Source: an optimization exercise on an open RTL-to-GDS flow (aim: small area and a short achievable clock period). Production flows keep margins and buffers that such runs may drop.
In this exercise RTL edits were held to simulation tests only and were not proved equivalent to the original.
No activity file was given, so power comes from the tool's default toggle rates.

## flow/constraint.sdc

```tcl
create_clock -name core_clock -period 17.0 [get_ports {clock}]
set_input_delay 3.4000 -clock core_clock [delete_from_list [all_inputs] [get_ports {clock}]]
set_output_delay 3.4000 -clock core_clock [all_outputs]
set_load 0.01 [all_outputs]
```

## flow/run.sh

```bash
#!/bin/bash
# synth_recipe.tcl (not shown) runs the flow's synth.tcl, then flattens the netlist and writes it again
# the make line also repeats each setting of config.mk as NAME=value (left out here)
make -C /OpenROAD-flow-scripts/flow DESIGN_CONFIG=/design/flow/config.mk WORK_HOME=/design/flow/orfs CLKGATE_MAP_FILE= SYNTH_SCRIPT=/design/flow/synth_recipe.tcl finish
```

## flow/design.v

```verilog
module ysyx_25030077_top(
  input         clock,
  input         reset,
  output [31:0] imem_addr,
  input  [31:0] imem_rdata,
  output [31:0] dmem_addr,
  output        dmem_ren,
  input  [31:0] dmem_rdata,
  output        dmem_wen,
  output [3:0]  dmem_wmask,
  output [31:0] dmem_wdata,
  output [4:0]  wb_rd,
  output [31:0] wb_data,
  output        ebreak,
  output        illegal
);
  wire [31:0] inst = imem_rdata;
  wire [6:0]  op   = inst[6:0];
  wire [2:0]  f3   = inst[14:12];
  wire [6:0]  f7   = inst[31:25];
  wire [4:0]  rd   = inst[11:7];
  wire [4:0]  rs1  = inst[19:15];
  wire [4:0]  rs2  = inst[24:20];
  wire op_imm   = op == 7'h13;
  wire op_reg   = op == 7'h33;
  wire op_lui   = op == 7'h37;
  wire op_auipc = op == 7'h17;
  wire op_jal   = op == 7'h6f;
  wire op_jalr  = op == 7'h67;
  wire op_br    = op == 7'h63;
  wire op_ld    = op == 7'h03;
  wire op_st    = op == 7'h23;
  wire op_sys   = op == 7'h73;
  wire sh_ok    = inst[31:26] == 6'h00 || (f3 == 3'd5 && inst[31:26] == 6'h10);
  wire imm_ok   = (f3 == 3'd1 || f3 == 3'd5) ? sh_ok : 1'b1;
  wire reg_ok   = (f3 == 3'd5) ? sh_ok :
                  (f3 == 3'd0) ? (f7 == 7'h00 || f7 == 7'h20) : (f7 == 7'h00);
  wire alu_i    = op_imm & imm_ok;
  wire alu_r    = op_reg & reg_ok;
  wire alu      = alu_i | alu_r;
  wire jalr     = op_jalr & (f3 == 3'd0);
  wire br       = op_br & (f3[2:1] != 2'b01);
  wire ld       = op_ld & (f3 != 3'd3) & (f3 != 3'd6) & (f3 != 3'd7);
  wire st       = op_st & (f3[2:1] != 2'b11) & (f3 != 3'd3) & ~f3[2];
  wire csr      = op_sys & (f3 == 3'd1 || f3 == 3'd2);
  wire is_ecall = inst == 32'h00000073;
  wire is_mret  = inst == 32'h30200073;
  wire is_ebrk  = inst == 32'h00100073;
  wire writes_rd = alu | op_lui | op_auipc | op_jal | jalr | ld | csr;
  wire legal     = writes_rd | br | st | is_ecall | is_mret | is_ebrk;
  assign ebreak  = is_ebrk;
  assign illegal = ~legal;
  assign wb_rd   = writes_rd ? rd : 5'd0;
  wire [31:0] imm_i = {{20{inst[31]}}, inst[31:20]};
  wire [31:0] imm_s = {{20{inst[31]}}, inst[31:25], inst[11:7]};
  wire [31:0] imm_b = {{20{inst[31]}}, inst[7], inst[30:25], inst[11:8], 1'b0};
  wire [31:0] imm_j = {{12{inst[31]}}, inst[19:12], inst[20], inst[30:21], 1'b0};
  wire [31:0] imm_u = {inst[31:12], 12'h000};
  reg  [31:0] pc;
  wire [31:0] rd_data;
  wire        rf_we = writes_rd & ~reset;
  wire [31:0] rf_wd = reset ? 32'h0 : rd_data;
  wire [32*32-1:0] rf;
  assign rf[31:0] = 32'h0;
  genvar gi;
  generate
    for (gi = 1; gi < 32; gi = gi + 1) begin : g_rf
      reg [31:0] r;
      wire en = reset | (rf_we & (rd == gi));
      always @(posedge clock) if (en) r <= rf_wd;
      assign rf[gi*32 +: 32] = r;
    end
  endgenerate
  reg [31:0] rs1_data, rs2_data;
  integer k;
  always @(*) begin
    rs1_data = 32'h0;
    rs2_data = 32'h0;
    for (k = 1; k < 32; k = k + 1) begin
      rs1_data = rs1_data | (rf[k*32 +: 32] & {32{rs1 == k}});
      rs2_data = rs2_data | (rf[k*32 +: 32] & {32{rs2 == k}});
    end
  end
  wire use_rs2 = op_reg | op_br;
  wire [31:0] opa = rs1_data;
  wire [31:0] opb = use_rs2 ? rs2_data : (op_st ? imm_s : imm_i);
  wire cmp_op = (f3 == 3'd2) | (f3 == 3'd3);
  wire inv    = op_br | ((op_reg | op_imm) & cmp_op) | (op_reg & (f3 == 3'd0) & inst[30]);
  wire [31:0] opbx = opb ^ {32{inv}};
  wire [33:0] sum_w = {1'b0, opa, 1'b1} + {1'b0, opbx, inv};
  wire [31:0] sum = sum_w[32:1];
  wire cout = sum_w[33];
  wire ltu = ~cout;
  wire lt  = (opa[31] ^ opb[31]) ? opa[31] : sum[31];
  wire [31:0] x_r = opa ^ opb;
  wire eq  = ~|x_r;
  wire shl = ~f3[2];
  function [31:0] rev32(input [31:0] v);
    integer j;
    for (j = 0; j < 32; j = j + 1) rev32[j] = v[31-j];
  endfunction
  wire [31:0] sh_in = shl ? rev32(opa) : opa;
  wire sh_fill = ~shl & inst[30] & opa[31];
  wire [63:0] sh_ext = {{32{sh_fill}}, sh_in};
  wire [31:0] sh_out = sh_ext >> opb[4:0];
  wire [31:0] pc4 = pc + 32'd4;
  wire [31:0] pc_imm = pc + (op_jal ? imm_j : op_br ? imm_b : imm_u);
  wire [31:0] ld_data = f3[1] ? dmem_rdata :
                        f3[0] ? {{16{~f3[2] & dmem_rdata[15]}}, dmem_rdata[15:0]} :
                                {{24{~f3[2] & dmem_rdata[7]}}, dmem_rdata[7:0]};
  reg [31:0] mstatus, mtvec, mepc, mcause;
  wire [11:0] caddr = inst[31:20];
  wire c_mstatus = caddr == 12'h300;
  wire c_mtvec   = caddr == 12'h305;
  wire c_mepc    = caddr == 12'h341;
  wire c_mcause  = caddr == 12'h342;
  wire [31:0] csr_rdata = ({32{c_mstatus}} & mstatus) | ({32{c_mtvec}} & mtvec) |
                          ({32{c_mepc}} & mepc) | ({32{c_mcause}} & mcause);
  wire [31:0] csr_wd = f3[0] ? rs1_data : (csr_rdata | rs1_data);
  wire [31:0] csr_wd_r = reset ? 32'h0 : csr_wd;
  wire csr_w = csr & ~reset;
  wire ecall_w = is_ecall & ~reset;
  always @(posedge clock) begin
    if (reset | (csr_w & c_mstatus)) mstatus <= csr_wd_r;
    if (reset | (csr_w & c_mtvec))   mtvec   <= csr_wd_r;
    if (reset | ecall_w | (csr_w & c_mepc))   mepc   <= ecall_w ? pc : csr_wd_r;
    if (reset | ecall_w | (csr_w & c_mcause)) mcause <= ecall_w ? 32'd11 : csr_wd_r;
  end
  wire s_add  = alu & (f3 == 3'd0);
  wire s_sll  = alu & (f3 == 3'd1);
  wire s_slt  = alu & (f3 == 3'd2);
  wire s_sltu = alu & (f3 == 3'd3);
  wire s_xor  = alu & (f3 == 3'd4);
  wire s_srl  = alu & (f3 == 3'd5);
  wire s_or   = alu & (f3 == 3'd6);
  wire s_and  = alu & (f3 == 3'd7);
  assign rd_data = ({32{s_add}}  & sum) |
                   ({32{s_sll}}  & rev32(sh_out)) |
                   ({32{s_srl}}  & sh_out) |
                   {31'h0, (s_slt & lt) | (s_sltu & ltu)} |
                   ({32{s_xor}}  & x_r) |
                   ({32{s_or}}   & (opa | opb)) |
                   ({32{s_and}}  & (opa & opb)) |
                   ({32{op_lui}} & imm_u) |
                   ({32{op_auipc}} & pc_imm) |
                   ({32{op_jal | jalr}} & pc4) |
                   ({32{ld}}     & ld_data) |
                   ({32{csr}}    & csr_rdata);
  assign wb_data = rd_data;
  wire taken = f3[0] ^ (f3[2] ? (f3[1] ? ltu : lt) : eq);
  wire [31:0] npc = is_ecall ? mtvec :
                    is_mret  ? mepc :
                    is_ebrk  ? pc :
                    (op_jal | (br & taken)) ? pc_imm :
                    jalr ? {sum[31:1], 1'b0} : pc4;
  always @(posedge clock) begin
    if (reset) pc <= 32'h80000000;
    else pc <= npc;
  end
  assign imem_addr  = pc;
  assign dmem_addr  = sum;
  assign dmem_ren   = ld;
  assign dmem_wen   = st;
  assign dmem_wmask = {{2{st & f3[1]}}, st & (f3[1] | f3[0]), st};
  assign dmem_wdata = rs2_data;
endmodule
```

## flow/config.mk

```make
export PLATFORM = sky130hd
export DESIGN_NAME = ysyx_25030077_top
export DESIGN_NICKNAME = ysyx_25030077_top
export VERILOG_FILES = /design/flow/design.v
export SDC_FILE = /design/flow/constraint.sdc
export NUM_CORES = 4
export LEC_CHECK = 0
export CAP_MARGIN = 20
export CORE_MARGIN = 2
export CORE_UTILIZATION = 30
export PLACE_DENSITY = 0.45
export SETUP_SLACK_MARGIN = 5
export SLEW_MARGIN = 20
```

==> summary.log, run 1 <==
[power_and_ir_drop] logic gate share of total power 20.1%
[power_and_ir_drop] net switching power of the design 0.00242 W
[sta] total count of hold-check failures in the final report 0
[sta] final slew viol count 0
[cells_and_area] final instance area 0.0789 mm²
[sta] Worst Clk Skew 70.5 ps
[yosys] cell accounting for the most synthesized area sky130_fd_sc_hd__edfxtp_1
[detailed_routing] vias after detailed routing 61000
[cts] CTS Buffer Depth 3
[yosys] total standard cell area after synthesis 0.0612 mm²
[detailed_routing] routed wire length per instance 47.9 µm
[yosys] XOR/XNOR Fraction of Synth Area 1.73%
[cells_and_area] fin cells 8700
[grt] number of antenna violations at the first check in global routing 48
[yosys] dominant register cell in the synthesized netlist sky130_fd_sc_hd__edfxtp_1
[yosys] Post-Synthesis Cells 5310
[detailed_routing] first-pass iteration count of the detailed router 9
[cts] number of hold buffers added after CTS 0
[power_and_ir_drop] internal power 0.00538 W
[cts] number of buffers inserted during clock tree synthesis 132
[setup_path] Crit Path Class primary input to output port
[floorplan] Core ar. 0.203 mm²
[floorplan] overall die width 456 µm
[worst_hold_path] Hold Path Cell Cnt 2
[cells_and_area] Layout Area Growth over Synthesis 28.9%
[place] number of cells after detailed placement 8046
[yosys] area share of and/or/nand/nor cells after synthesis 14.1%
[yosys] count of yosys warnings during synthesis 1
[worst_hold_path] path category of the worst min-delay check flip-flop to flip-flop
[place] placed standard-cell area 0.0681 mm²
[yosys] proportion of synthesized chip area in sequential cells 56.0%
[place] final weighted congestion in routability-driven placement 1.07
[power_and_ir_drop] peak supply drop 0.0000991 V
[place] port buffer count 206
[sta] crit share post-route 72.8%
[cts] CTS tree yes
[setup_path] kind of end point of the critical path output port
[setup_path] cell type of the slowest stage on the worst timing path sky130_fd_sc_hd__or4_1
[yosys] net count of the mapped netlist 5504
[power_and_ir_drop] Switching Fraction 31.0%
[grt] wire length of the first global-routing pass 536 mm
[power_and_ir_drop] Power Density 98.8 mW/mm²
[sta] worst-case headroom to the max-slew limit 14.2%
[yosys] dominant cells by area after synthesis sky130_fd_sc_hd__edfxtp_1 (55%), sky130_fd_sc_hd__a22oi_1 (8.3%), sky130_fd_sc_hd__and3_1 (3.4%), sky130_fd_sc_hd__ha_1 (2.6%), sky130_fd_sc_hd__nand2_1 (2.4%)
[sta] count of endpoints failing setup in the final report 0
[sta] transition time at the pin with the least slew margin 1290 ps
[sta] unrepaired setup endpoints after global routing yes
[floorplan] initial standard-cell utilization of the core 30.2%
[detailed_routing] DRC violation count after routing 0
[setup_path] family of cells with the greatest summed delay on the critical path compound AO/OA/AOI/OAI gates
[setup_path] critical path required time 13600 ps
[grt] via count of the first global-routing pass 56300
[cts] CTS HTree Levels 4
[yosys] Distinct cells, synth 100
[flow_run] Max-cap violations 0
[cells_and_area] share of final-layout standard cells stronger than drive strength 1 23.0%
[place] HPWL after DPL 261 mm
[setup_path] startpoint type of the worst setup path primary input
[detailed_routing] post-detailed-route via-to-cell ratio 7.02
[floorplan] area of the die 0.208 mm²
[power_and_ir_drop] clock power share 37.3%
[cts] clock latency of the later-clocked register in the worst-skew pair 820 ps
[setup_path] arrival time at the worst endpoint 8970 ps
[detailed_routing] Initial DRC Count 11800
[cts] root buffer selected by CTS sky130_fd_sc_hd__clkbuf_16
[grt] largest net degree at the start of global routing 60
[setup_path] logic depth of the worst register-to-register path 22
[setup_path] buffering stage count on the worst path with inverters included 6
[sta] highest clock rate 80.8 MHz
[cts] clock sinks 1152
[yosys] dominant combinational cell family by area after synthesis compound AO/OA/AOI/OAI gates
[sta] Worst Hold Margin 598 ps
[cts] clock transition at the registers of the reported paths 60 ps
[power_and_ir_drop] power consumption 0.00780 W
[yosys] multiplexer share of the synthesized area 2.58%
[power_and_ir_drop] power share of the sequential group 42.7%
[outcome] outcome complete, no violations
[floorplan] num rows 165
[yosys] fraction of the mapped netlist area in compound gates 19.8%
[setup_path] CP peak stage delay 600 ps
[yosys] area share of fa/ha/maj cells after synthesis 2.63%
[yosys] mean post-synth cell area 11.5 µm²
[yosys] Post-synth EDFFs 1120
[detailed_routing] antenna violation net count after detailed routing 0
[floorplan] number of ports placed on the die boundary 207
[sta] clock period minus final worst setup slack 12370 ps
[setup_path] CP Max Fanout 9
[floorplan] overall die height 456 µm
[yosys] Yosys top cell area share 54.9%
[detailed_routing] routed wire length 417 mm
[cells_and_area] # nets final 6083
[sta] Sum Neg Setup Slack 0 ps
[yosys] share of flip-flops with an asynchronous set or reset after synthesis 0%
[yosys] FF+latch count, synth 1152
[grt] GRT Util Overall 38.2%
[setup_path] number of cells on the critical path 25
[power_and_ir_drop] leakage power of the design 30.4 nW
[grt] leftover overflow at the end of global routing 0
## flip-flops by register name, indices dropped and copies added (netlist names)
| name | flops |
|---|---|
| g_rf.r | 992 |
| mcause | 32 |
| mepc | 32 |
| mstatus | 32 |
| mtvec | 32 |
| pc | 32 |
## power by group through the flow
stage	logic [W]	registers (W)	clock network, W
after CTS	0.00140	0.00332	0.00291
after floorplan	0.000508	0.00334	0
final	0.00156	0.00333	0.00290
after detailed placement	0.00120	0.00338	0
after global routing	0.00155	0.00333	0.00303
after global placement	0.00120	0.00338	0
## per-layer routing
metal | vias up | part of all wire, % | global-route usage (%)
met2 | 6466 | 41 | 54.8
met1 | 29900 | 34 | 44.6
met4 | 24 | 11 | 31.3
li1 | 22600 | - | -
met3 | 2063 | 15 | 15.9
met5 | - | 0.048 | 0
## cell families after synthesis
kind of cell	Yosys count
compound gates	1625
xor+xnor	121
fa+ha+maj	128
buf+inv	500
flops	1152
mux	125
simple gates	1659
## layout make-up
type / instances / area (µm²)
Fill cell: 19300 / 124000
Sequential cell: 1152 / 34300
Multi-Input combinational cell: 3664 / 28100
Timing Repair Buffer: 838 / 8390
Clock buffer: 161 / 3470
Tap cell: 2672 / 3340
Clock inverter: 76 / 877
Inverter: 101 / 382
Antenna cell: 36 / 90.1
## cells in the mapped netlist, types with 38 or more instances
| library cell | number |
|---|---|
| sky130_fd_sc_hd__edfxtp_1 | 1120 |
| sky130_fd_sc_hd__a21oi_1 | 162 |
| sky130_fd_sc_hd__a222oi_1 | 41 |
| sky130_fd_sc_hd__nand2_1 | 394 |
| sky130_fd_sc_hd__a221oi_1 | 71 |
| sky130_fd_sc_hd__o21ai_0 | 126 |
| sky130_fd_sc_hd__xnor2_1 | 54 |
| sky130_fd_sc_hd__nor3_1 | 48 |
| sky130_fd_sc_hd__mux2i_1 | 87 |
| sky130_fd_sc_hd__a221o_1 | 43 |
| sky130_fd_sc_hd__inv_1 | 95 |
| sky130_fd_sc_hd__nor2_1 | 299 |
| sky130_fd_sc_hd__nand3_1 | 173 |
| sky130_fd_sc_hd__and2_1 | 38 |
| sky130_fd_sc_hd__clkbuf_1 | 352 |
| sky130_fd_sc_hd__xor2_1 | 67 |
| sky130_fd_sc_hd__nand4_1 | 133 |
| sky130_fd_sc_hd__a21o_1 | 88 |
| sky130_fd_sc_hd__a22oi_1 | 680 |
| sky130_fd_sc_hd__and3_1 | 328 |
| sky130_fd_sc_hd__o21a_1 | 44 |
| sky130_fd_sc_hd__ha_1 | 127 |
| sky130_fd_sc_hd__a2111oi_0 | 86 |
## timing repair
item / in CTS / in global routing
setup endpoints to repair: 64 / 47
buffers inserted: 279 / 78
resized for setup: 573 / 189
pin swaps: 139 / 76
cloned: 16 / 5
## per-stage QoR
step                      utilization (%)  worst slack [ps]
final                                39.0              4630
after global routing                 38.9              4620
after CTS                            38.2              4840
after detailed placement             33.6              1740
after global placement               33.6              1620
after floorplan                         -              5120
## worst reg2reg max path, stage by stage, from the launching register on
cell	delay [ps]
sky130_fd_sc_hd__edfxtp_1	420
sky130_fd_sc_hd__a22o_1	240
sky130_fd_sc_hd__a221oi_1	240
sky130_fd_sc_hd__nand4_1	120
sky130_fd_sc_hd__or4_1	600
sky130_fd_sc_hd__o21a_1	380
sky130_fd_sc_hd__xor2_1	200
sky130_fd_sc_hd__ha_1	310
sky130_fd_sc_hd__a21oi_4	250
sky130_fd_sc_hd__o21ai_0	120
sky130_fd_sc_hd__a221oi_1	360
sky130_fd_sc_hd__o21ai_0	160
sky130_fd_sc_hd__a31oi_2	280
sky130_fd_sc_hd__buf_4	160
sky130_fd_sc_hd__buf_4	110
sky130_fd_sc_hd__nor3b_1	40
sky130_fd_sc_hd__o22ai_1	160
sky130_fd_sc_hd__nand4_1	230
sky130_fd_sc_hd__o31ai_2	580
sky130_fd_sc_hd__xnor2_1	280
sky130_fd_sc_hd__o21ai_2	810
sky130_fd_sc_hd__o21ai_0	600
sky130_fd_sc_hd__o21a_1	320
## final timing paths
check	start	to	slack, ps
max reg2reg	g_rf[28].r[15]$_DFFE_PP_	pc[15]$_SDFFE_PP0P_	9940
max	imem_rdata[21]	wb_data[30]	4630
min reg2reg	mepc[30]$_DFFE_PP_	pc[30]$_SDFFE_PP0P_	600
min	mepc[30]$_DFFE_PP_	pc[30]$_SDFFE_PP0P_	600
## cell usage in the layout, fill, tap and decap left out, drive strengths merged, types with 31 or more instances in the layout
cell,instances
a2111oi,86
a21o,88
a21oi,163
a221o,43
a221oi,71
a222oi,41
a22o,37
a22oi,680
and2,42
and3,328
buf,636
clkbuf,174
clkdlybuf4s50,151
clkinv,52
dfxtp,32
diode,36
edfxtp,1120
ha,127
inv,107
mux2i,87
nand2,394
nand2b,32
nand3,173
nand4,133
nor2,301
nor3,49
nor4,35
o211ai,31
o21a,44
o21ai,135
or4,38
xnor2,54
xor2,67
==> inputs of run 2 (changes only) <==
--- a/flow/design.v
+++ b/flow/design.v
@@ -61,3 +61,3 @@
   wire        rf_we = writes_rd & ~reset;
-  wire [31:0] rf_wd = reset ? 32'h0 : rd_data;
+  wire [31:0] rf_wd = rd_data;    
   wire [32*32-1:0] rf;
@@ -128,2 +128,3 @@
   end
+  wire nrst   = ~reset;
   wire s_add  = alu & (f3 == 3'd0);
@@ -136,14 +137,14 @@
   wire s_and  = alu & (f3 == 3'd7);
-  assign rd_data = ({32{s_add}}  & sum) |
-                   ({32{s_sll}}  & rev32(sh_out)) |
-                   ({32{s_srl}}  & sh_out) |
-                   {31'h0, (s_slt & lt) | (s_sltu & ltu)} |
-                   ({32{s_xor}}  & x_r) |
-                   ({32{s_or}}   & (opa | opb)) |
-                   ({32{s_and}}  & (opa & opb)) |
-                   ({32{op_lui}} & imm_u) |
-                   ({32{op_auipc}} & pc_imm) |
-                   ({32{op_jal | jalr}} & pc4) |
-                   ({32{ld}}     & ld_data) |
-                   ({32{csr}}    & csr_rdata);
+  assign rd_data = ({32{s_add & nrst}}  & sum) |
+                   ({32{s_sll & nrst}}  & rev32(sh_out)) |
+                   ({32{s_srl & nrst}}  & sh_out) |
+                   {31'h0, nrst & ((s_slt & lt) | (s_sltu & ltu))} |
+                   ({32{s_xor & nrst}}  & x_r) |
+                   ({32{s_or & nrst}}   & (opa | opb)) |
+                   ({32{s_and & nrst}}  & (opa & opb)) |
+                   ({32{op_lui & nrst}} & imm_u) |
+                   ({32{op_auipc & nrst}} & pc_imm) |
+                   ({32{(op_jal | jalr) & nrst}} & pc4) |
+                   ({32{ld & nrst}}     & ld_data) |
+                   ({32{csr & nrst}}    & csr_rdata);
   assign wb_data = rd_data;
--- a/flow/config.mk
+++ b/flow/config.mk
@@ -9,4 +9,6 @@
 export CORE_MARGIN = 2
-export CORE_UTILIZATION = 30
-export PLACE_DENSITY = 0.45
+export CORE_UTILIZATION = 38
+export CTS_CLUSTER_DIAMETER = 70
+export CTS_CLUSTER_SIZE = 24
+export PLACE_DENSITY = 0.5
 export SETUP_SLACK_MARGIN = 5
==> summary.log, run 2 <==
[cells_and_area] Reg area 0.0343 mm² [unchanged]
[yosys] area share of and/or/nand/nor cells after synthesis 11.5% [was 14.1%]
[place] final weighted congestion in routability-driven placement 1.06 [was 1.07]
[sta] worst-case headroom to the max-slew limit 17.5% [was 14.2%]
[grt] GRT Util Overall 45.5% [was 38.2%]
[yosys] area share of fa/ha/maj cells after synthesis 2.69% [was 2.63%]
[cts] clock sinks 1152 [unchanged]
[yosys] proportion of synthesized chip area in sequential cells 57.3% [was 56.0%]
[setup_path] Crit path top cell by count sky130_fd_sc_hd__buf_12
[cells_and_area] multi-input logic area 0.0265 mm² [was 0.0281 mm²]
[yosys] mean post-synth cell area 11.7 µm² [was 11.5 µm²]
[worst_hold_path] worst hold endpoint pc[8]$_SDFFE_PP0P_ [was pc[30]$_SDFFE_PP0P_]
[sta] highest clock rate 79.7 MHz [was 80.8 MHz]
[sta] count of endpoints failing setup in the final report 0 [unchanged]
[sta] total count of hold-check failures in the final report 0 [unchanged]
[yosys] total standard cell area after synthesis 0.0598 mm² [was 0.0612 mm²]
[sta] clock period minus final worst setup slack 12550 ps [was 12370 ps]
[detailed_routing] routed wire length 379 mm [was 417 mm]
[cells_and_area] number of filler instances in the final layout 13900 [was 19300]
[grt] leftover overflow at the end of global routing 0 [unchanged]
[cells_and_area] # nets final 5942 [was 6083]
[cells_and_area] fin util 48.6% [was 39.0%]
[cells_and_area] most used cells in the layout excluding fill and tap cells sky130_fd_sc_hd__edfxtp_1 (1120), sky130_fd_sc_hd__a22oi_1 (903), sky130_fd_sc_hd__buf_4 (530), sky130_fd_sc_hd__nand2_1 (475), sky130_fd_sc_hd__nor2_1 (263) [was sky130_fd_sc_hd__edfxtp_1 (1120), sky130_fd_sc_hd__a22oi_1 (670), sky130_fd_sc_hd__buf_4 (478), sky130_fd_sc_hd__nand2_1 (355), sky130_fd_sc_hd__and3_1 (326)]
[cells_and_area] leading cell type in the layout, fill and taps excluded sky130_fd_sc_hd__edfxtp_1 [unchanged]
[sta] transition time at the pin with the least slew margin 1230 ps [was 1290 ps]
[setup_path] family of cells with the greatest summed delay on the critical path compound AO/OA/AOI/OAI gates [unchanged]
[floorplan] Core ar. 0.156 mm² [was 0.203 mm²]
[setup_path] kind of end point of the critical path output port [unchanged]
[detailed_routing] antenna violation net count after detailed routing 0 [unchanged]
[place] port buffer count 206 [unchanged]
[sta] unrepaired setup endpoints after global routing yes [unchanged]
[sta] Sum Neg Setup Slack 0 ps [unchanged]
[yosys] Post-Synthesis Cells 5118 [was 5310]
[yosys] dominant combinational cell family by area after synthesis compound AO/OA/AOI/OAI gates [unchanged]
[setup_path] reg-to-reg startpoint g_rf[25].r[1]$_DFFE_PP_ [was g_rf[28].r[15]$_DFFE_PP_]
[detailed_routing] DRC violation count after routing 0 [unchanged]
[cts] clock latency of the later-clocked register in the worst-skew pair 770 ps [was 820 ps]
[cts] clock transition at the registers of the reported paths 90 ps [was 60 ps]
[grt] number of antenna violations at the first check in global routing 29 [was 48]
[floorplan] area of the die 0.160 mm² [was 0.208 mm²]
[power_and_ir_drop] peak supply drop 0.0000836 V [was 0.0000991 V]
[cells_and_area] number of flip-flops under the largest register name 992 [unchanged]
[setup_path] reg-to-reg setup timing slack 9670 ps [was 9940 ps]
[power_and_ir_drop] Power Density 94.0 mW/mm² [was 98.8 mW/mm²]
[cells_and_area] largest reg by FF count g_rf.r [unchanged]
[sta] crit share post-route 73.8% [was 72.8%]
[sta] final worst-path setup slack 4450 ps [was 4630 ps]
[setup_path] startpoint type of the worst setup path primary input [unchanged]
[sta] Worst Clk Skew 50.5 ps [was 70.5 ps]
[cts] CTS Buffer Depth 3 [unchanged]
[setup_path] logic depth of the worst register-to-register path 20 [was 22]
[grt] via count of the first global-routing pass 54000 [was 56300]
[place] pre-CTS setup slack 1580 ps [was 1740 ps]
[yosys] Post-synth EDFFs 1120 [unchanged]
[yosys] Distinct cells, synth 98 [was 100]
[yosys] share of flip-flops with an asynchronous set or reset after synthesis 0% [unchanged]
[yosys] cell with the most instances after synthesis sky130_fd_sc_hd__edfxtp_1 [unchanged]
[sta] final slew viol count 0 [unchanged]
[setup_path] critical path required time 13600 ps [about the same]
[detailed_routing] vias after detailed routing 57400 [was 61000]
[cts] CTS HTree Levels 3 [was 4]
[power_and_ir_drop] leakage power of the design 29.2 nW [was 30.4 nW]
[detailed_routing] post-detailed-route via-to-cell ratio 7.27 [was 7.02]
[yosys] FF+latch count, synth 1152 [unchanged]
[floorplan] overall die height 401 µm [was 456 µm]
[yosys] count of yosys warnings during synthesis 1 [unchanged]
[yosys] multiplexer share of the synthesized area 2.84% [was 2.58%]
[grt] largest net degree at the start of global routing 72 [was 60]
[cells_and_area] Layout Area Growth over Synthesis 27.1% [was 28.9%]
[yosys] XOR/XNOR Fraction of Synth Area 1.76% [was 1.73%]
[cells_and_area] final instance area 0.0760 mm² [was 0.0789 mm²]
[floorplan] initial standard-cell utilization of the core 38.3% [was 30.2%]
[cts] number of hold buffers added after CTS 0 [unchanged]
[detailed_routing] routed wire length per instance 47.9 µm [about the same]
[yosys] dominant cells by area after synthesis sky130_fd_sc_hd__edfxtp_1 (56%), sky130_fd_sc_hd__a22oi_1 (11%), sky130_fd_sc_hd__nand2_1 (3.3%), sky130_fd_sc_hd__ha_1 (2.7%), sky130_fd_sc_hd__nor2_1 (2.1%) [was sky130_fd_sc_hd__edfxtp_1 (55%), sky130_fd_sc_hd__a22oi_1 (8.3%), sky130_fd_sc_hd__and3_1 (3.4%), sky130_fd_sc_hd__ha_1 (2.6%), sky130_fd_sc_hd__nand2_1 (2.4%)]
[cts] root buffer selected by CTS sky130_fd_sc_hd__clkbuf_16 [unchanged]
[place] HPWL after DPL 246 mm [was 261 mm]
[yosys] cell accounting for the most synthesized area sky130_fd_sc_hd__edfxtp_1 [unchanged]
[cts] CTS tree yes [unchanged]
[yosys] top post-synthesis cells by count sky130_fd_sc_hd__edfxtp_1 (1120), sky130_fd_sc_hd__a22oi_1 (915), sky130_fd_sc_hd__nand2_1 (525) [was sky130_fd_sc_hd__edfxtp_1 (1120), sky130_fd_sc_hd__a22oi_1 (680), sky130_fd_sc_hd__nand2_1 (394)]
[floorplan] num rows 145 [was 165]
[setup_path] CP Max Fanout 6 [was 9]
[floorplan] number of ports placed on the die boundary 207 [unchanged]
[power_and_ir_drop] power consumption 0.00714 W [was 0.00780 W]
[worst_hold_path] beginning of the worst hold path mepc[8]$_DFFE_PP_ [was mepc[30]$_DFFE_PP_]
[outcome] outcome complete, no violations [unchanged]
[yosys] fraction of the mapped netlist area in compound gates 20.8% [was 19.8%]
[detailed_routing] Initial DRC Count 10500 [was 11800]
[yosys] Yosys top cell area share 56.3% [was 54.9%]
[setup_path] Crit Path Class primary input to output port [unchanged]
[flow_run] Max-cap violations 0 [unchanged]
[yosys] dominant register cell in the synthesized netlist sky130_fd_sc_hd__edfxtp_1 [unchanged]
[setup_path] arrival time at the worst endpoint 9150 ps [was 8970 ps]
[detailed_routing] first-pass iteration count of the detailed router 12 [was 9]
[cts] number of buffers inserted during clock tree synthesis 86 [was 132]
[yosys] net count of the mapped netlist 5312 [was 5504]
[grt] wire length of the first global-routing pass 493 mm [was 536 mm]
[place] placed standard-cell area 0.0662 mm² [was 0.0681 mm²]
[worst_hold_path] Hold Path Cell Cnt 2 [unchanged]
[worst_hold_path] path category of the worst min-delay check flip-flop to flip-flop [unchanged]
[floorplan] overall die width 401 µm [was 456 µm]
[setup_path] CP peak stage delay 590 ps [was 600 ps]
[setup_path] terminus of the critical flop-to-flop path pc[12]$_SDFFE_PP0P_ [was pc[15]$_SDFFE_PP0P_]
[setup_path] buffering stage count on the worst path with inverters included 8 [was 6]
[cells_and_area] share of final-layout standard cells stronger than drive strength 1 23.3% [was 23.0%]
[setup_path] cell type of the slowest stage on the worst timing path sky130_fd_sc_hd__or4_4 [was sky130_fd_sc_hd__or4_1]
[run 2: where the power goes]
part	leakage, nW	internal (W)	switching (W)
combinational	15.8	0.000509	0.00100
clock	1.50	0.00109	0.00122
sequential	11.8	0.00323	0.0000902
total	29.2	0.00483	0.00231
[run 2: worst max path at each step]
stage / startpoint / to / slack [ps] / cells past startpoint
after floorplan: imem_rdata[24] / wb_data[23] / 5010 / 26
after global placement: imem_rdata[21] / wb_data[29] / 1040 / 23
after detailed placement: imem_rdata[21] / wb_data[29] / 1580 / 24
after CTS: imem_rdata[20] / wb_data[30] / 4680 / 28
after global routing: imem_rdata[20] / wb_data[30] / 4400 / 30
final: imem_rdata[20] / wb_data[30] / 4450 / 30
[run 2: stage by stage]
stage | hold WS (ps) | cells
4_1_cts | 522 | 7804
2_1_floorplan | 456 | 5118
3_5_place_dp | 496 | 7319
6_report | 527 | 7895
3_3_place_gp | 491 | 7315
5_1_grt | 546 | 7881
[run 2: tightest hold or removal path, delay by kind of cell, from the launching register on]
kind | cells | cell delay [ps]
AO/OA/AOI/OAI | 1 | 80
flip-flops | 1 | 360
AND/OR/NAND/NOR | 1 | 60
[run 2: timing repair]
item | 4_1_cts | 5_1_grt
resized for setup | 527 | 166
endpoints found under the setup margin | 63 | 45
buffers inserted | 317 | 68
gates cloned | 7 | 6
pin swaps | 173 | 104
[run 2: cell families after synthesis]
| group | count (synthesis) |
|---|---|
| multiplexers | 127 |
| XOR/XNOR | 120 |
| flip-flops | 1152 |
| adder cells (fa/ha/maj) | 128 |
| buffers and inverters | 454 |
| AO/OA/AOI/OAI | 1686 |
| AND/OR/NAND/NOR | 1451 |
[run 2: metal layers]
metal  vias to the layer above  GRT usage (%)  wire, µm
li1                      21700              -         -
met1                     28200           52.0    125000
met2                      5584           65.8    155000
met3                      1899           18.1     54000
met4                        30           39.9     43700
met5                         -              0       229
[run 2: area by class of cell]
type,count,share of cell area (%)
multi-input combinational,3513,34.9
inverter,87,0.456
clock buffer,90,2.91
antenna,16,0.0527
timing repair buffer,907,12.0
timing repair inverter,1,0.00659
sequential,1152,45.1
tap,2058,3.39
clock inverter,71,1.24
==> inputs of run 3 (changes only) <==
==> flow/flow/run.sh (new file) <==
#!/bin/bash
# The standard ORFS layout (standard.sh), with the port buffers that
# buffer_ports inserts made plain sky130_fd_sc_hd__buf_1 cells; timing repair
# resizes the ones on critical paths as usual. make's full output goes to
# standard_make.log here; ORFS keeps each step's log under orfs/logs/.
set -euo pipefail
bash standard.sh "BUFFER_PORTS_ARGS=-buffer_cell sky130_fd_sc_hd__buf_1" finish > standard_make.log 2>&1
==> flow/standard.sh (new file) <==
#!/bin/bash
# synth_recipe.tcl (not shown) runs the flow's synth.tcl, then flattens the netlist and writes it again
# the make line also repeats each setting of config.mk as NAME=value (left out here)
make -C /OpenROAD-flow-scripts/flow DESIGN_CONFIG=/design/flow/config.mk WORK_HOME=/design/flow/orfs CLKGATE_MAP_FILE= SYNTH_SCRIPT=/design/flow/synth_recipe.tcl "${@:-finish}"
removed: flow/run.sh
==> summary.log, run 3 <==
[yosys] Yosys top cell area share 56.3% [unchanged]
[yosys] total standard cell area after synthesis 0.0598 mm² [unchanged]
[worst_hold_path] Hold Path Cell Cnt 2 [unchanged]
[yosys] mean post-synth cell area 11.7 µm² [unchanged]
[cells_and_area] final instance area 0.0742 mm² [was 0.0760 mm²]
[yosys] dominant register cell in the synthesized netlist sky130_fd_sc_hd__edfxtp_1 [unchanged]
[cells_and_area] share of final-layout standard cells stronger than drive strength 1 22.4% [was 23.3%]
[setup_path] startpoint type of the worst setup path primary input [unchanged]
[cells_and_area] # nets final 5895 [was 5942]
[floorplan] num rows 145 [unchanged]
[detailed_routing] Initial DRC Count 11600 [was 10500]
[yosys] fraction of the mapped netlist area in compound gates 20.8% [unchanged]
[sta] highest clock rate 80.1 MHz [was 79.7 MHz]
[power_and_ir_drop] peak supply drop 0.0000739 V [was 0.0000836 V]
[cts] root buffer selected by CTS sky130_fd_sc_hd__clkbuf_16 [unchanged]
[cts] clock transition at the registers of the reported paths 70 ps [was 90 ps]
[yosys] Distinct cells, synth 98 [unchanged]
[floorplan] number of ports placed on the die boundary 207 [unchanged]
[setup_path] reg-to-reg startpoint g_rf[25].r[1]$_DFFE_PP_ [unchanged]
[grt] leftover overflow at the end of global routing 0 [unchanged]
[yosys] area share of fa/ha/maj cells after synthesis 2.69% [unchanged]
[sta] Worst Clk Skew 47.9 ps [was 50.5 ps]
[yosys] top post-synthesis cells by count sky130_fd_sc_hd__edfxtp_1 (1120), sky130_fd_sc_hd__a22oi_1 (915), sky130_fd_sc_hd__nand2_1 (525) [unchanged]
[power_and_ir_drop] power share of the sequential group 47.5% [was 46.5%]
[sta] Sum Neg Setup Slack 0 ps [unchanged]
[setup_path] Worst Setup SP imem_rdata[17] [was imem_rdata[20]]
[setup_path] kind of end point of the critical path output port [unchanged]
[yosys] multiplexer share of the synthesized area 2.84% [unchanged]
[sta] crit share post-route 73.4% [was 73.8%]
[setup_path] CP Max Fanout 14 [was 6]
[setup_path] arrival time at the worst endpoint 9090 ps [was 9150 ps]
[detailed_routing] vias after detailed routing 58400 [was 57400]
[place] port buffer count 206 [unchanged]
[cells_and_area] Layout Area Growth over Synthesis 24.1% [was 27.1%]
[cts] clock sinks 1152 [unchanged]
[setup_path] logic depth of the worst register-to-register path 21 [was 20]
[sta] count of endpoints failing setup in the final report 0 [unchanged]
[grt] GRT Util Overall 44.7% [was 45.5%]
[cts] CTS tree yes [unchanged]
[detailed_routing] antenna violation net count after detailed routing 0 [unchanged]
[worst_hold_path] path category of the worst min-delay check flip-flop to flip-flop [unchanged]
[power_and_ir_drop] net switching power of the design 0.00228 W [was 0.00231 W]
[setup_path] terminus of the critical flop-to-flop path pc[23]$_SDFFE_PP0P_ [was pc[12]$_SDFFE_PP0P_]
[cells_and_area] number of flip-flops under the largest register name 992 [unchanged]
[yosys] FF+latch count, synth 1152 [unchanged]
[yosys] count of yosys warnings during synthesis 1 [unchanged]
[yosys] net count of the mapped netlist 5312 [unchanged]
[flow_run] Max-cap violations 0 [unchanged]
[power_and_ir_drop] Power Density 94.2 mW/mm² [was 94.0 mW/mm²]
[grt] global-route met3 utilization 20.3% [was 18.1%]
[yosys] area share of and/or/nand/nor cells after synthesis 11.5% [unchanged]
[cells_and_area] leading cell type in the layout, fill and taps excluded sky130_fd_sc_hd__edfxtp_1 [unchanged]
[yosys] dominant combinational cell family by area after synthesis compound AO/OA/AOI/OAI gates [unchanged]
[detailed_routing] routed wire length per instance 47.9 µm [about the same]
[yosys] proportion of synthesized chip area in sequential cells 57.3% [unchanged]
[grt] number of antenna violations at the first check in global routing 30 [was 29]
[place] final weighted congestion in routability-driven placement 1.11 [was 1.06]
[grt] global-route track usage on met1 51.1% [was 52.0%]
[grt] largest net degree at the start of global routing 57 [was 72]
[sta] total count of hold-check failures in the final report 0 [unchanged]
[cells_and_area] fin cells 7849 [was 7895]
[setup_path] reg-to-reg setup timing slack 9780 ps [was 9670 ps]
[cts] number of hold buffers added after CTS 0 [unchanged]
[sta] transition time at the pin with the least slew margin 1210 ps [was 1230 ps]
[grt] via count of the first global-routing pass 53600 [was 54000]
[detailed_routing] DRC violation count after routing 0 [unchanged]
[yosys] Post-Synthesis Cells 5118 [unchanged]
[grt] wire length of the first global-routing pass 486 mm [was 493 mm]
[power_and_ir_drop] Switching Fraction 32.6% [was 32.3%]
[detailed_routing] first-pass iteration count of the detailed router 13 [was 12]
[floorplan] overall die height 401 µm [unchanged]
[cells_and_area] largest reg by FF count g_rf.r [unchanged]
[yosys] cell accounting for the most synthesized area sky130_fd_sc_hd__edfxtp_1 [unchanged]
[floorplan] area of the die 0.160 mm² [unchanged]
[grt] met2 track demand over resource in global routing 63.1% [was 65.8%]
[worst_hold_path] worst hold endpoint pc[8]$_SDFFE_PP0P_ [unchanged]
[power_and_ir_drop] logic gate share of total power 21.4% [was 21.1%]
[outcome] outcome complete, no violations [unchanged]
[place] number of cells after detailed placement 7295 [was 7319]
[cts] CTS Buffer Depth 3 [unchanged]
[setup_path] critical path required time 13600 ps [about the same]
[cts] number of buffers inserted during clock tree synthesis 82 [was 86]
[place] HPWL after DPL 231 mm [was 246 mm]
[yosys] XOR/XNOR Fraction of Synth Area 1.76% [unchanged]
[floorplan] Core ar. 0.156 mm² [unchanged]
[detailed_routing] post-detailed-route via-to-cell ratio 7.44 [was 7.27]
[floorplan] overall die width 401 µm [unchanged]
[cts] CTS HTree Levels 3 [unchanged]
[setup_path] Crit Path Class primary input to output port [unchanged]
[power_and_ir_drop] internal power 0.00471 W [was 0.00483 W]
[floorplan] initial standard-cell utilization of the core 38.3% [unchanged]
[cells_and_area] most used cells in the layout excluding fill and tap cells sky130_fd_sc_hd__edfxtp_1 (1120), sky130_fd_sc_hd__a22oi_1 (897), sky130_fd_sc_hd__nand2_1 (480), sky130_fd_sc_hd__buf_4 (469), sky130_fd_sc_hd__nor2_1 (264) [was sky130_fd_sc_hd__edfxtp_1 (1120), sky130_fd_sc_hd__a22oi_1 (903), sky130_fd_sc_hd__buf_4 (530), sky130_fd_sc_hd__nand2_1 (475), sky130_fd_sc_hd__nor2_1 (263)]
[yosys] cell with the most instances after synthesis sky130_fd_sc_hd__edfxtp_1 [unchanged]
[detailed_routing] routed wire length 376 mm [was 379 mm]
[power_and_ir_drop] leakage power of the design 28.2 nW [was 29.2 nW]
[sta] final slew viol count 0 [unchanged]
[sta] worst-case headroom to the max-slew limit 19.2% [was 17.5%]
[sta] unrepaired setup endpoints after global routing yes [unchanged]
[yosys] share of flip-flops with an asynchronous set or reset after synthesis 0% [unchanged]
[grt] busiest grt layer met2 [unchanged]
[power_and_ir_drop] clock power share 31.1% [was 32.3%]
[yosys] Post-synth EDFFs 1120 [unchanged]
[sta] clock period minus final worst setup slack 12490 ps [was 12550 ps]
[yosys] dominant cells by area after synthesis sky130_fd_sc_hd__edfxtp_1 (56%), sky130_fd_sc_hd__a22oi_1 (11%), sky130_fd_sc_hd__nand2_1 (3.3%), sky130_fd_sc_hd__ha_1 (2.7%), sky130_fd_sc_hd__nor2_1 (2.1%) [unchanged]
[place] placed standard-cell area 0.0646 mm² [was 0.0662 mm²]
[cts] clock latency of the later-clocked register in the worst-skew pair 750 ps [was 770 ps]
[worst_hold_path] beginning of the worst hold path mepc[8]$_DFFE_PP_ [unchanged]
run 3: worst max-delay path by stage:
stage | cells past startpoint | end
floorplan | 26 | wb_data[23]
CTS | 31 | wb_data[30]
detailed placement | 28 | wb_data[30]
finish | 27 | wb_data[30]
global route | 21 | wb_data[30]
global placement | 27 | wb_data[30]
run 3: layout make-up:
class | instances | area [µm²]
fillers | 14100 | 82000
flip-flops and latches | 1152 | 34300
multi-input cells | 3516 | 26300
repair buffers | 862 | 7780
well taps | 2058 | 2570
clock buffers | 86 | 2110
clock inverters | 60 | 769
inverters | 87 | 339
diodes | 28 | 70.1
run 3: repair_timing:
item,CTS,global route
setup endpoints to repair,61,41
pin swaps,155,101
setup buffers,241,102
resized for setup,433,220
gates cloned,19,14
run 3: power groups by stage:
stage | clock, W | sequential, W | combinational [W]
after floorplan | 0 | 0.00334 | 0.000491
after global placement | 0 | 0.00338 | 0.00109
after detailed placement | 0 | 0.00338 | 0.00109
after CTS | 0.00218 | 0.00331 | 0.00127
final | 0.00217 | 0.00332 | 0.00149
after global routing | 0.00228 | 0.00332 | 0.00147
run 3: logic make-up after synthesis:
group           after synthesis
simple gates               1451
compound gates             1686
mux                         127
flops                      1152
xor+xnor                    120
fa+ha+maj                   128
buf+inv                     454
run 3: metrics by stage:
step	util, %	hold slack (ps)	power, W	setup slack (ps)
3_5_place_dp	41.4	495	0.00446	2090
5_1_grt	47.5	565	0.00708	4470
4_1_cts	46.1	512	0.00676	4610
3_3_place_gp	41.4	489	0.00447	2040
2_1_floorplan	-	456	0.00383	5010
6_report	47.5	512	0.00699	4510
run 3: per-layer routing:
metal  vias to the layer above  share of wire, %  wire (µm)
li1                      21600                 -          -
met1                     28500                33     123000
met2                      6188                40     152000
met3                      2046                16      59300
met4                        28                11      40800
met5                         -              0.18        673
run 3: critical path: stages:
cell and delay, ps:
sky130_fd_sc_hd__buf_2 370, sky130_fd_sc_hd__nor2b_2 380, sky130_fd_sc_hd__and2_2 470, sky130_fd_sc_hd__buf_4 500, sky130_fd_sc_hd__a22oi_1 140, sky130_fd_sc_hd__nand2_1 120, sky130_fd_sc_hd__nor4_1 50, sky130_fd_sc_hd__nand2_1 200
sky130_fd_sc_hd__buf_4 320, sky130_fd_sc_hd__ha_1 340, sky130_fd_sc_hd__nand2_1 130, sky130_fd_sc_hd__nor2_4 60, sky130_fd_sc_hd__and3_4 180, sky130_fd_sc_hd__a211o_1 320, sky130_fd_sc_hd__a21o_1 200, sky130_fd_sc_hd__nand3_2 90
sky130_fd_sc_hd__nand2_2 70, sky130_fd_sc_hd__o31a_1 300, sky130_fd_sc_hd__o21ai_1 130, sky130_fd_sc_hd__nand2b_1 140, sky130_fd_sc_hd__xnor2_4 180, sky130_fd_sc_hd__buf_12 150, sky130_fd_sc_hd__inv_8 40, sky130_fd_sc_hd__a221oi_4 290
sky130_fd_sc_hd__buf_6 160, sky130_fd_sc_hd__nand2_8 110, sky130_fd_sc_hd__buf_6 160
==> inputs of run 4 (changes only) <==
--- a/flow/config.mk
+++ b/flow/config.mk
@@ -9,6 +9,6 @@
 export CORE_MARGIN = 2
-export CORE_UTILIZATION = 38
+export CORE_UTILIZATION = 45
 export CTS_CLUSTER_DIAMETER = 70
 export CTS_CLUSTER_SIZE = 24
-export PLACE_DENSITY = 0.5
+export PLACE_DENSITY = 0.55
 export SETUP_SLACK_MARGIN = 5
==> summary.log, run 4 <==
[yosys] Distinct cells, synth 98 [unchanged]
[yosys] net count of the mapped netlist 5312 [unchanged]
[detailed_routing] vias after detailed routing 58600 [was 58400]
[yosys] proportion of synthesized chip area in sequential cells 57.3% [unchanged]
[cells_and_area] leading cell type in the layout, fill and taps excluded sky130_fd_sc_hd__edfxtp_1 [unchanged]
[place] HPWL after DPL 220 mm [was 231 mm]
[cells_and_area] number of flip-flops under the largest register name 992 [unchanged]
[power_and_ir_drop] leakage power of the design 27.5 nW [was 28.2 nW]
[cts] clock transition at the registers of the reported paths 90 ps [was 70 ps]
[setup_path] buffering stage count on the worst path with inverters included 12 [was 7]
[setup_path] CP peak stage delay 390 ps [was 500 ps]
[cells_and_area] share of final-layout standard cells stronger than drive strength 1 20.5% [was 22.4%]
[sta] crit share post-route 74.5% [was 73.4%]
[grt] GRT Util Overall 51.9% [was 44.7%]
[grt] wire length of the first global-routing pass 475 mm [was 486 mm]
[floorplan] Core ar. 0.132 mm² [was 0.156 mm²]
[sta] total count of hold-check failures in the final report 0 [unchanged]
[detailed_routing] routed wire length per instance 49.3 µm [was 47.9 µm]
[setup_path] Crit Path Class primary input to output port [unchanged]
[grt] number of antenna violations at the first check in global routing 38 [was 30]
[cts] number of buffers inserted during clock tree synthesis 85 [was 82]
[floorplan] initial standard-cell utilization of the core 45.4% [was 38.3%]
[setup_path] critical path required time 13600 ps [about the same]
[outcome] outcome complete, no violations [unchanged]
[setup_path] startpoint type of the worst setup path primary input [unchanged]
[grt] leftover overflow at the end of global routing 0 [unchanged]
[yosys] Yosys top cell area share 56.3% [unchanged]
[flow_run] Max-cap violations 0 [unchanged]
[grt] via count of the first global-routing pass 53200 [was 53600]
[sta] worst-case headroom to the max-slew limit 19.4% [was 19.2%]
[detailed_routing] routed wire length 367 mm [was 376 mm]
[setup_path] arrival time at the worst endpoint 9260 ps [was 9090 ps]
[floorplan] overall die width 368 µm [was 401 µm]
[setup_path] kind of end point of the critical path output port [unchanged]
[setup_path] CP Max Fanout 25 [was 14]
[grt] largest net degree at the start of global routing 75 [was 57]
[sta] Worst Clk Skew 82.2 ps [was 47.9 ps]
[power_and_ir_drop] Power Density 96.0 mW/mm² [was 94.2 mW/mm²]
[yosys] Post-synth EDFFs 1120 [unchanged]
[floorplan] overall die height 368 µm [was 401 µm]
[yosys] dominant register cell in the synthesized netlist sky130_fd_sc_hd__edfxtp_1 [unchanged]
[cts] CTS HTree Levels 3 [unchanged]
[place] number of cells after detailed placement 6982 [was 7295]
[yosys] cell accounting for the most synthesized area sky130_fd_sc_hd__edfxtp_1 [unchanged]
[sta] highest clock rate 79.0 MHz [was 80.1 MHz]
[yosys] share of flip-flops with an asynchronous set or reset after synthesis 0% [unchanged]
[setup_path] cell type of the slowest stage on the worst timing path sky130_fd_sc_hd__buf_8 [was sky130_fd_sc_hd__buf_4]
[sta] transition time at the pin with the least slew margin 1210 ps [about the same]
[cts] clock sinks 1152 [unchanged]
[cells_and_area] most used cells in the layout excluding fill and tap cells sky130_fd_sc_hd__edfxtp_1 (1120), sky130_fd_sc_hd__a22oi_1 (901), sky130_fd_sc_hd__nand2_1 (486), sky130_fd_sc_hd__buf_4 (388), sky130_fd_sc_hd__nor2_1 (261) [was sky130_fd_sc_hd__edfxtp_1 (1120), sky130_fd_sc_hd__a22oi_1 (897), sky130_fd_sc_hd__nand2_1 (480), sky130_fd_sc_hd__buf_4 (469), sky130_fd_sc_hd__nor2_1 (264)]
[detailed_routing] first-pass iteration count of the detailed router 14 [was 13]
[detailed_routing] Initial DRC Count 13000 [was 11600]
[floorplan] area of the die 0.136 mm² [was 0.160 mm²]
[sta] clock period minus final worst setup slack 12660 ps [was 12490 ps]
[setup_path] Crit path top cell by count sky130_fd_sc_hd__buf_6 [was sky130_fd_sc_hd__nand2_1]
[detailed_routing] post-detailed-route via-to-cell ratio 7.87 [was 7.44]
[yosys] FF+latch count, synth 1152 [unchanged]
[worst_hold_path] Hold Path Cell Cnt 2 [unchanged]
[worst_hold_path] path category of the worst min-delay check flip-flop to flip-flop [unchanged]
[floorplan] num rows 133 [was 145]
[cts] CTS Buffer Depth 3 [unchanged]
[place] final weighted congestion in routability-driven placement 1.07 [was 1.11]
[place] port buffer count 206 [unchanged]
[sta] count of endpoints failing setup in the final report 0 [unchanged]
[yosys] dominant cells by area after synthesis sky130_fd_sc_hd__edfxtp_1 (56%), sky130_fd_sc_hd__a22oi_1 (11%), sky130_fd_sc_hd__nand2_1 (3.3%), sky130_fd_sc_hd__ha_1 (2.7%), sky130_fd_sc_hd__nor2_1 (2.1%) [unchanged]
[detailed_routing] DRC violation count after routing 0 [unchanged]
[sta] unrepaired setup endpoints after global routing yes [unchanged]
[yosys] mean post-synth cell area 11.7 µm² [unchanged]
[cells_and_area] largest reg by FF count g_rf.r [unchanged]
[yosys] count of yosys warnings during synthesis 1 [unchanged]
[floorplan] number of ports placed on the die boundary 207 [unchanged]
[cts] root buffer selected by CTS sky130_fd_sc_hd__clkbuf_16 [unchanged]
[cts] CTS tree yes [unchanged]
[setup_path] number of cells on the critical path 31 [was 27]
[yosys] top post-synthesis cells by count sky130_fd_sc_hd__edfxtp_1 (1120), sky130_fd_sc_hd__a22oi_1 (915), sky130_fd_sc_hd__nand2_1 (525) [unchanged]
[yosys] total standard cell area after synthesis 0.0598 mm² [unchanged]
[cells_and_area] fin cells 7441 [was 7849]
[yosys] Post-Synthesis Cells 5118 [unchanged]
[cells_and_area] # nets final 5777 [was 5895]
[setup_path] family of cells with the greatest summed delay on the critical path compound AO/OA/AOI/OAI gates [was simple AND/OR/NAND/NOR gates]
[setup_path] logic depth of the worst register-to-register path 20 [was 21]
[detailed_routing] antenna violation net count after detailed routing 0 [unchanged]
[sta] final slew viol count 0 [unchanged]
[power_and_ir_drop] peak supply drop 0.0000915 V [was 0.0000739 V]
[yosys] cell with the most instances after synthesis sky130_fd_sc_hd__edfxtp_1 [unchanged]
[cts] number of hold buffers added after CTS 0 [unchanged]
[cts] clock latency of the later-clocked register in the worst-skew pair 780 ps [was 750 ps]
[cells_and_area] Layout Area Growth over Synthesis 21.3% [was 24.1%]
[sta] Sum Neg Setup Slack 0 ps [unchanged]
## run 4: cell counts after synthesis
Identical to the previous run, type by type.
## run 4: path summary, 6_finish.rpt
check                      startpoint             endpoint  slack (ps)
max                    imem_rdata[20]        dmem_addr[30]        4340
min                 mepc[4]$_DFFE_PP_   pc[4]$_SDFFE_PP0P_         520
max reg2reg  g_rf[25].r[31]$_DFFE_PP_  pc[12]$_SDFFE_PP0P_        9400
min reg2reg         mepc[4]$_DFFE_PP_   pc[4]$_SDFFE_PP0P_         520
## run 4: cell type report
type / count / area [µm²]
Inverter: 87 / 334
Clock buffer: 89 / 2190
Antenna cell: 37 / 92.6
Tap cell: 1755 / 2200
Multi-Input combinational cell: 3513 / 25900
Timing Repair Buffer: 744 / 6580
Fill cell: 11100 / 59200
Sequential cell: 1152 / 34300
Clock inverter: 64 / 918
## run 4: stage by stage
stage | cell area [µm²] | hold WS [ps] | power (W) | worst slack, ps | util, %
CTS | 71000 | 512 | 0.00677 | 4600 | 53.9
global route | 72400 | 558 | 0.00704 | 4330 | 55.0
floorplan | 59800 | 456 | 0.00383 | 5010 | -
detailed placement | 64100 | 497 | 0.00442 | 2670 | 48.7
global placement | 64100 | 493 | 0.00443 | 2720 | 48.7
finish | 72500 | 518 | 0.00696 | 4340 | 55.1
## run 4: power by group
group	internal [W]	switching (W)	leakage, nW
Combinational	0.000404	0.000961	14.1
Sequential	0.00323	0.0000808	11.8
Clock	0.00105	0.00123	1.49
Total	0.00469	0.00227	27.5
## run 4: routing by layer
layer / global-route usage [%] / share of wire (%) / vias to the layer above
li1: - / - / 21400
met1: 59.4 / 31 / 28100
met2: 73.4 / 40 / 6697
met3: 23.6 / 17 / 2285
met4: 44.6 / 12 / 26
met5: 0.926 / 0.19 / -
## run 4: repair_timing
item | CTS | global route
endpoints found under the hold margin | 0 | 0
cloned | 13 | 10
buffers inserted | 187 | 58
pin swaps | 103 | 74
resized for setup | 409 | 168
setup endpoints to repair | 58 | 39
## run 4: worst reg2reg max path: cells and delay by family (launching register included)
kind                     cells  cell delay (ps)
AND/OR/NAND/NOR             10             3940
adder cells (fa/ha/maj)      1              390
buffers and inverters        1               70
multiplexers                 1              890
AO/OA/AOI/OAI                7             1710
flip-flops                   1              420
## run 4: logic make-up after synthesis
logic type      count (synthesis)  synth area share, %
compound gates               1686                 20.8
simple gates                 1451                 11.5
flops                        1152                 57.3
buf+inv                       454                 3.03
fa+ha+maj                     128                 2.69
mux                           127                 2.84
xor+xnor                      120                 1.76
==> inputs of run 5 (changes only) <==
--- a/flow/config.mk
+++ b/flow/config.mk
@@ -9,6 +9,6 @@
 export CORE_MARGIN = 2
-export CORE_UTILIZATION = 45
+export CORE_UTILIZATION = 42
 export CTS_CLUSTER_DIAMETER = 70
 export CTS_CLUSTER_SIZE = 24
-export PLACE_DENSITY = 0.55
+export PLACE_DENSITY = 0.52
 export SETUP_SLACK_MARGIN = 5
==> summary.log, run 5 <==
[floorplan] initial standard-cell utilization of the core 42.3% [was 45.4%]
[sta] Sum Neg Setup Slack 0 ps [unchanged]
[power_and_ir_drop] power share of the sequential group 47.7% [was 47.6%]
[yosys] count of yosys warnings during synthesis 1 [unchanged]
[yosys] Post-synth EDFFs 1120 [unchanged]
[sta] total count of hold-check failures in the final report 0 [unchanged]
[grt] via count of the first global-routing pass 52600 [was 53200]
[grt] GRT Util Overall 48.6% [was 51.9%]
[cells_and_area] Layout Area Growth over Synthesis 23.0% [was 21.3%]
[sta] unrepaired setup endpoints after global routing yes [unchanged]
[floorplan] Core ar. 0.141 mm² [was 0.132 mm²]
[cts] number of buffers inserted during clock tree synthesis 85 [unchanged]
[sta] Worst Clk Skew 62.2 ps [was 82.2 ps]
[cells_and_area] leading cell type in the layout, fill and taps excluded sky130_fd_sc_hd__edfxtp_1 [unchanged]
[place] port buffer count 206 [unchanged]
[grt] leftover overflow at the end of global routing 0 [unchanged]
[cts] clock latency of the later-clocked register in the worst-skew pair 750 ps [was 780 ps]
[worst_hold_path] path category of the worst min-delay check flip-flop to flip-flop [unchanged]
[cts] root buffer selected by CTS sky130_fd_sc_hd__clkbuf_16 [unchanged]
[cts] number of hold buffers added after CTS 0 [unchanged]
[yosys] Yosys top cell area share 56.3% [unchanged]
[yosys] total standard cell area after synthesis 0.0598 mm² [unchanged]
[yosys] top post-synthesis cells by count sky130_fd_sc_hd__edfxtp_1 (1120), sky130_fd_sc_hd__a22oi_1 (915), sky130_fd_sc_hd__nand2_1 (525) [unchanged]
[sta] crit share post-route 73.9% [was 74.5%]
[sta] transition time at the pin with the least slew margin 1230 ps [was 1210 ps]
[floorplan] overall die height 381 µm [was 368 µm]
[outcome] outcome complete, no violations [unchanged]
[setup_path] reg-to-reg setup timing slack 9670 ps [was 9400 ps]
[setup_path] startpoint type of the worst setup path primary input [unchanged]
[setup_path] terminus of the critical flop-to-flop path pc[19]$_SDFFE_PP0P_ [was pc[12]$_SDFFE_PP0P_]
[yosys] proportion of synthesized chip area in sequential cells 57.3% [unchanged]
[power_and_ir_drop] leakage power of the design 27.9 nW [was 27.5 nW]
[power_and_ir_drop] clock power share 31.7% [was 32.8%]
[grt] wire length of the first global-routing pass 475 mm [about the same]
[grt] largest net degree at the start of global routing 60 [was 75]
[yosys] mean post-synth cell area 11.7 µm² [unchanged]
[setup_path] logic depth of the worst register-to-register path 19 [was 20]
[cts] clock transition at the registers of the reported paths 70 ps [was 90 ps]
[setup_path] cell type of the slowest stage on the worst timing path sky130_fd_sc_hd__or4_4 [was sky130_fd_sc_hd__buf_8]
[flow_run] Max-cap violations 0 [unchanged]
[sta] highest clock rate 79.6 MHz [was 79.0 MHz]
[yosys] cell with the most instances after synthesis sky130_fd_sc_hd__edfxtp_1 [unchanged]
[power_and_ir_drop] net switching power of the design 0.00224 W [was 0.00227 W]
[detailed_routing] DRC violation count after routing 0 [unchanged]
[setup_path] Crit Path Class primary input to output port [unchanged]
[detailed_routing] antenna violation net count after detailed routing 0 [unchanged]
[setup_path] CP Max Fanout 16 [was 25]
[floorplan] number of ports placed on the die boundary 207 [unchanged]
[grt] number of antenna violations at the first check in global routing 35 [was 38]
[cells_and_area] # nets final 5882 [was 5777]
[cells_and_area] most used cells in the layout excluding fill and tap cells sky130_fd_sc_hd__edfxtp_1 (1120), sky130_fd_sc_hd__a22oi_1 (895), sky130_fd_sc_hd__buf_4 (491), sky130_fd_sc_hd__nand2_1 (482), sky130_fd_sc_hd__nor2_1 (263) [was sky130_fd_sc_hd__edfxtp_1 (1120), sky130_fd_sc_hd__a22oi_1 (901), sky130_fd_sc_hd__nand2_1 (486), sky130_fd_sc_hd__buf_4 (388), sky130_fd_sc_hd__nor2_1 (261)]
[power_and_ir_drop] Power Density 94.8 mW/mm² [was 96.0 mW/mm²]
[cells_and_area] number of flip-flops under the largest register name 992 [unchanged]
[sta] final slew viol count 0 [unchanged]
[cells_and_area] number of filler instances in the final layout 12300 [was 11100]
[detailed_routing] routed wire length 369 mm [was 367 mm]
[cells_and_area] share of final-layout standard cells stronger than drive strength 1 22.0% [was 20.5%]
[detailed_routing] post-detailed-route via-to-cell ratio 7.59 [was 7.87]
[floorplan] overall die width 381 µm [was 368 µm]
[cells_and_area] fin util 52.0% [was 55.1%]
[setup_path] critical path required time 13600 ps [about the same]
[place] final weighted congestion in routability-driven placement 1.06 [was 1.07]
[worst_hold_path] worst hold endpoint pc[8]$_SDFFE_PP0P_ [was pc[4]$_SDFFE_PP0P_]
[cells_and_area] largest reg by FF count g_rf.r [unchanged]
[detailed_routing] vias after detailed routing 58300 [was 58600]
[yosys] cell accounting for the most synthesized area sky130_fd_sc_hd__edfxtp_1 [unchanged]
[yosys] Post-Synthesis Cells 5118 [unchanged]
[yosys] Distinct cells, synth 98 [unchanged]
[power_and_ir_drop] logic gate share of total power 20.6% [was 19.6%]
[detailed_routing] first-pass iteration count of the detailed router 11 [was 14]
[cts] CTS Buffer Depth 3 [unchanged]
[yosys] net count of the mapped netlist 5312 [unchanged]
[worst_hold_path] beginning of the worst hold path mepc[8]$_DFFE_PP_ [was mepc[4]$_DFFE_PP_]
[floorplan] area of the die 0.145 mm² [was 0.136 mm²]
[setup_path] reg-to-reg startpoint g_rf[25].r[1]$_DFFE_PP_ [was g_rf[25].r[31]$_DFFE_PP_]
[sta] clock period minus final worst setup slack 12560 ps [was 12660 ps]
[power_and_ir_drop] peak supply drop 0.0000759 V [was 0.0000915 V]
[sta] worst-case headroom to the max-slew limit 18.0% [was 19.4%]
[yosys] dominant cells by area after synthesis sky130_fd_sc_hd__edfxtp_1 (56%), sky130_fd_sc_hd__a22oi_1 (11%), sky130_fd_sc_hd__nand2_1 (3.3%), sky130_fd_sc_hd__ha_1 (2.7%), sky130_fd_sc_hd__nor2_1 (2.1%) [unchanged]
[detailed_routing] Initial DRC Count 12200 [was 13000]
[cts] clock sinks 1152 [unchanged]
[yosys] FF+latch count, synth 1152 [unchanged]
[detailed_routing] routed wire length per instance 48.1 µm [was 49.3 µm]
[sta] count of endpoints failing setup in the final report 0 [unchanged]
[cts] CTS tree yes [unchanged]
[cts] CTS HTree Levels 3 [unchanged]
[floorplan] num rows 138 [was 133]
[worst_hold_path] Hold Path Cell Cnt 2 [unchanged]
[setup_path] CP peak stage delay 690 ps [was 390 ps]
[place] HPWL after DPL 228 mm [was 220 mm]
[setup_path] arrival time at the worst endpoint 9160 ps [was 9260 ps]
[yosys] share of flip-flops with an asynchronous set or reset after synthesis 0% [unchanged]
[power_and_ir_drop] internal power 0.00472 W [was 0.00469 W]
[power_and_ir_drop] Switching Fraction 32.2% [was 32.7%]
[setup_path] kind of end point of the critical path output port [unchanged]
[yosys] dominant register cell in the synthesized netlist sky130_fd_sc_hd__edfxtp_1 [unchanged]
-- run 5: power groups by stage --
stage	sequential (W)	combinational, W	clock [W]
2_1_floorplan	0.00334	0.000491	0
3_3_place_gp	0.00338	0.00111	0
3_5_place_dp	0.00338	0.00111	0
4_1_cts	0.00331	0.00124	0.00221
5_1_grt	0.00333	0.00142	0.00231
6_report	0.00332	0.00144	0.00221
-- run 5: repair_timing --
item | in CTS | in global routing
buffers inserted | 209 | 133
resized for setup | 406 | 229
endpoints found under the setup margin | 61 | 37
endpoints found under the hold margin | 0 | 0
gates cloned | 11 | 11
pin swaps | 129 | 109
-- run 5: kinds of logic after synthesis --
family	count (synthesis)	synth area share (%)
xor gates and xnor gates	120	1.76
buffers and inverters	454	3.03
adders and majority gates	128	2.69
muxes	127	2.84
DFF	1152	57.3
AOI/OAI and AO/OA	1686	20.8
and+or+nand+nor	1451	11.5
-- run 5: routing by layer --
layer	GRT usage, %	up-vias	wire length, µm	share of wire (%)
met3	21.4	2121	58300	16
met2	67.9	6329	148000	40
met5	0.794	-	729	0.20
met4	42.3	22	41800	11
li1	-	21600	-	-
met1	56.4	28200	120000	33
-- run 5: worst max path at each step --
stage	startpoint	endpoint	slack (ps)	cells after the start
finish	imem_rdata[21]	wb_data[21]	4440	30
global route	imem_rdata[24]	wb_data[30]	4410	32
CTS	imem_rdata[24]	wb_data[30]	4710	32
detailed placement	imem_rdata[20]	wb_data[22]	1940	23
global placement	imem_rdata[20]	wb_data[22]	2100	23
floorplan	imem_rdata[24]	wb_data[23]	5010	26
-- run 5: cell type report --
type / count / area [µm²] / area share, %
inverter: 87 / 344 / 0.468
tap: 1890 / 2360 / 3.22
multi-input combinational: 3514 / 26200 / 35.6
clock buffer: 93 / 2230 / 3.04
sequential: 1152 / 34300 / 46.6
antenna: 33 / 82.6 / 0.112
timing repair buffer: 848 / 7290 / 9.92
clock inverter: 57 / 716 / 0.974
-- run 5: through the flow --
step                      total power, W  instances  cell area, µm²  hold slack (ps)  setup slack, ps
after global routing             0.00706       7647           73400              564             4410
after CTS                        0.00676       7497           71200              517             4710
after detailed placement         0.00449       7127           64400              503             1940
after floorplan                  0.00383       5118           59800              456             5010
after global placement           0.00450       7127           64400              502             2100
final                            0.00697       7674           73500              514             4440
-- run 5: critical path: cells and delay by family --
kind                     cells  cell delay (ps)
adder cells (fa/ha/maj)      1              370
buffers and inverters       12             1700
XOR/XNOR                     2              230
AO/OA/AOI/OAI               10             2210
AND/OR/NAND/NOR              5             1190

[what the ideal ports hide]
Ports are ideal in the flow. The routed layouts listed here were re-timed in OpenROAD. Step 1, drivers: a clkbuf_16 drives clock and a buf_2 each remaining input, both assumed. Step 2 moves the port delays by t, midway between the first and last clock arrival at a register: inputs arrive t later, outputs are due t later. That takes back most of the time a late clock gives input paths. Slacks: no drivers / after step 1 / after step 2; pairs: no drivers / after step 1.
run | shift t [ns] | slack for setup (ns) | hold WS [ns]
run 1 | 0.882 | 4.628 / 4.516 / 4.516 | 0.598 / 0.598 / 0.598
run 2 | 0.825 | 4.454 / 4.263 / 4.263 | 0.527 / 0.527 / 0.527
run 3 | 0.807 | 4.515 / 4.456 / 4.456 | 0.512 / 0.512 / 0.512
run 4 | 0.824 | 4.340 / 4.293 / 4.293 | 0.518 / 0.518 / 0.518
run 5 | 0.806 | 4.444 / 4.371 / 4.371 | 0.514 / 0.514 / 0.514
After both steps every run listed still meets setup and hold. The setup slack of run 2, which loses most, moves by -0.191 ns with the drivers and by -0.191 ns with both steps.
